Background: an optimization exercise with open tools, aiming at small area. Do not read the settings as production practice.
The clock input has no modelled driver; a real chip could not lean on it and would need a root buffer or a full tree.

Setup of job 101:
Design pmod_7seg9_3, start of the top module:
module pmod_7seg9_3 #(
    parameter CLK_FREQ = 2_000_000,
    parameter TICK_CYCLES = CLK_FREQ / 1000,
    parameter DEBOUNCE_CYCLES = CLK_FREQ / 500
)(
   input wire clk,
   input wire reset,        
   input wire rst,          
   output wire tm_clk,
   output wire tm_din,
   output wire debug_led
);
localparam HALF = TICK_CYCLES / 2;      
localparam MW = 10;
function [MW-1:0] m_next(input [MW-1:0] s);
    m_next = {s[MW-2:0], ~(s[9] ^ s[6])};
endfunction
function [MW-1:0] m_after(input integer n);
    integer i;
    begin
        m_after = {MW{1'b0}};
        for (i = 0; i < n; i = i + 1)
            m_after = m_next(m_after);
    end
endfunction
localparam [MW-1:0] M0     = m_after(1);           
localparam [MW-1:0] M_LAST = m_after(HALF);        
localparam [MW-1:0] M_TICK = m_after(HALF - 1);    
reg [3:0] u_th, u_hu, u_te, u_on;
reg half;
reg [MW-1:0] m;
reg run;
reg local_rst;
wire press_edge;
wire [3:0] step;
wire [7:0] tx_byte;
debounce #(.CNT_20MS(DEBOUNCE_CYCLES)) db_inst(clk, reset, rst, press_edge);
ctl_7seg9 m1(.step(step), .up({u_th, u_hu, u_te, u_on}), .byte_out(tx_byte));
tm1640 ic1(.clk(clk), .rst(reset | local_rst), .data_in(tx_byte), .step(step),
           .tm_clk(tm_clk), .tm_din(tm_din));
wire m_last = (m == M_LAST);
wire tick = half & (m == M_TICK);
assign debug_led = run & half;
always @(posedge clk) begin
  if (reset) begin
    local_rst <= 0;
    run <= 1'b0;
    half <= 1'b0;
    m <= {MW{1'b0}};
    u_th <= 0; u_hu <= 0; u_te <= 0; u_on <= 0;
  end else begin
    local_rst <= run & tick;
    if (press_edge) run <= ~run;
    if (run) begin
        m <= m_last ? M0 : m_next(m);
        if (m_last) half <= ~half;
        if (tick) begin
            if (u_on == 9) begin
                u_on <= 0;
                if (u_te == 9) begin
                    u_te <= 0;
                    if (u_hu == 9) begin
                        u_hu <= 0;
  ...
Size: ~310 cells after synthesis, about 2700 µm² of cells after synthesis.
clock: 10.0 ns
lec_check: 0
cap_margin: 20
core_margin: 2
core_utilization: 85
place_density: 0.92
slew_margin: 20
standard.sh (not shown) runs the stock make flow with config.mk's settings and CLKGATE_MAP_FILE= SYNTH_SCRIPT=/design/flow/synth_recipe.tcl, a recipe that flattens the netlist after the stock synthesis.
==> flow/flow/run.sh <==
#!/bin/bash
# Layout flow: the standard synthesis, then its combinational logic mapped
# again for area with ABC (registers untouched), the standard floorplan and
# placement, a small hand-built clock buffering in ORFS's CTS step
# (flow/manual_cts.tcl), then the standard routing and finish.
# Each tool's output goes to a log file of its own in the work folder.
set -euo pipefail
W=$PWD
R=$W/orfs/results/$FLOW_PLATFORM/pmod_7seg9_3/base
LIB=$FLOW_HOME/platforms/$FLOW_PLATFORM/lib/sky130_fd_sc_hd__tt_025C_1v80.lib
YOSYS=$FLOW_HOME/../tools/install/yosys/bin/yosys
[[ -x $YOSYS ]] || YOSYS=yosys

# 1. standard synthesis
bash standard.sh synth > $W/std_synth.log 2>&1

# 2. area remap of the combinational logic
cp $R/1_2_yosys.v $W/1_2_yosys.std.v
python3 $W/flow/comblib.py $LIB $W/comb.lib > $W/comblib.log 2>&1
DU=""
for c in $(sed -n '/^export DONT_USE_CELLS += \\/,/^#/p' $FLOW_HOME/platforms/$FLOW_PLATFORM/config.mk | grep -o 'sky130_fd_sc_hd__[a-z0-9_]*'); do
  DU="$DU -dont_use $c"
done
cat > $W/remap.ys <<YS
read_liberty -lib $LIB
read_liberty -overwrite $W/comb.lib
read_verilog $W/1_2_yosys.std.v
hierarchy -top $FLOW_TOP
flatten
setattr -set keep 1 t:sky130_fd_sc_hd__df*
opt -purge
abc -liberty $LIB $DU -script $W/flow/remap.abc
opt_clean -purge
hilomap -singleton -hicell sky130_fd_sc_hd__conb_1 HI -locell sky130_fd_sc_hd__conb_1 LO
splitnets
opt_clean -purge
insbuf -buf sky130_fd_sc_hd__buf_1 A X
stat -liberty $LIB
write_verilog -noattr -noexpr -nohex -nodec $R/1_2_yosys.v
YS
$YOSYS -l $W/remap.log -q $W/remap.ys > /dev/null 2>&1
rm -f $R/1_synth.odb $R/1_synth.sdc

# 3. floorplan and placement
export BUFFER_PORTS_ARGS="-inputs -outputs -buffer_cell sky130_fd_sc_hd__buf_1"
bash standard.sh place > $W/std_place.log 2>&1

# 4. clock buffering (flow/manual_cts.tcl) in ORFS's CTS script
sed -e "s#^log_cmd clock_tree_synthesis .*#source $W/flow/manual_cts.tcl#" \
  $FLOW_HOME/scripts/cts.tcl > $W/cts_manual.tcl
echo exit >> $W/cts_manual.tcl
grep -q manual_cts.tcl $W/cts_manual.tcl
bash standard.sh run RUN_SCRIPT=$W/cts_manual.tcl RUN_LOG_NAME_STEM=4_1_cts > $W/cts.log 2>&1
[[ -f $R/4_1_cts.odb && -f $R/4_cts.sdc ]]

# 5. routing and the rest of the standard layout
bash standard.sh > $W/std_layout.log 2>&1
Other scripts of this flow, unchanged in this note and not shown: flow/flow/comblib.py, flow/flow/manual_cts.tcl, flow/flow/remap.abc
Job 101 did not finish: a tool error stopped it during 3_1_place_gp_skip_io.
Inputs modified between job 101 and job 103:
--- a/flow/config.mk
+++ b/flow/config.mk
@@ -9,4 +9,4 @@
 export CORE_MARGIN = 2
-export CORE_UTILIZATION = 85
-export PLACE_DENSITY = 0.92
+export CORE_UTILIZATION = 70
+export PLACE_DENSITY = 0.8
 export SLEW_MARGIN = 20
==> notes.md <==
- Among job 101 and job 103, a clean, completed layout was produced by job 103 alone.
- Compare job 101 and job 103 | initial standard-cell utilization of the core higher: job 101
- Going from job 101 to job 103, the die outline width was found to have gone up by 5.8 µm.
- Comparing number of rows created at floorplan for job 101 and job 103, the bigger number came from job 103.
- Job 103: die extent in y higher than job 101
- Mean cell area of the mapped netlist: job 103 vs job 101 up 0.66%
- Post-synthesis net count: job 101 and job 103 compared, lower one is job 103
- The synthesized area number comes out lower for job 101 vs job 103.
- Job 103 vs job 101 — instance count of the mapped netlist dropped 1.
No run of this note included a check of the RTL's function; only the layout flow was run. The clock cells of job 103 come from the design's own scripts or RTL, not from TritonCTS.

## what the ideal ports hide
The results above use ideal ports. As a check the final layout listed here was re-extracted and re-timed, cells and wires unchanged.
Step 1 sets driving cells, clkbuf_16 on the clock port and buf_2 on the other inputs (assumed; they add their load-dependent delay and slew).
Step 2 moves the port delays by t, midway between the first and last clock arrival at a register: inputs arrive t later, outputs are due t later. That takes back most of the time a late clock gives input paths.
a / b / c = no drivers / after step 1 / after step 2; a / b = the first two.
run: job 103
t, ns: 0.197
setup WS [ns]: 6.425 / 6.425 / 6.425
hold slack, ns: 0.395 / 0.395 / 0.395
latest minus earliest clock arrival (ns): 0.015 / 0.014
worst slew at a driven data input, ns: 0.03
After both steps setup and hold are still met in job 103. For job 103, drivers alone change the setup slack by 0.000 ns; drivers and shift together by 0.000 ns.
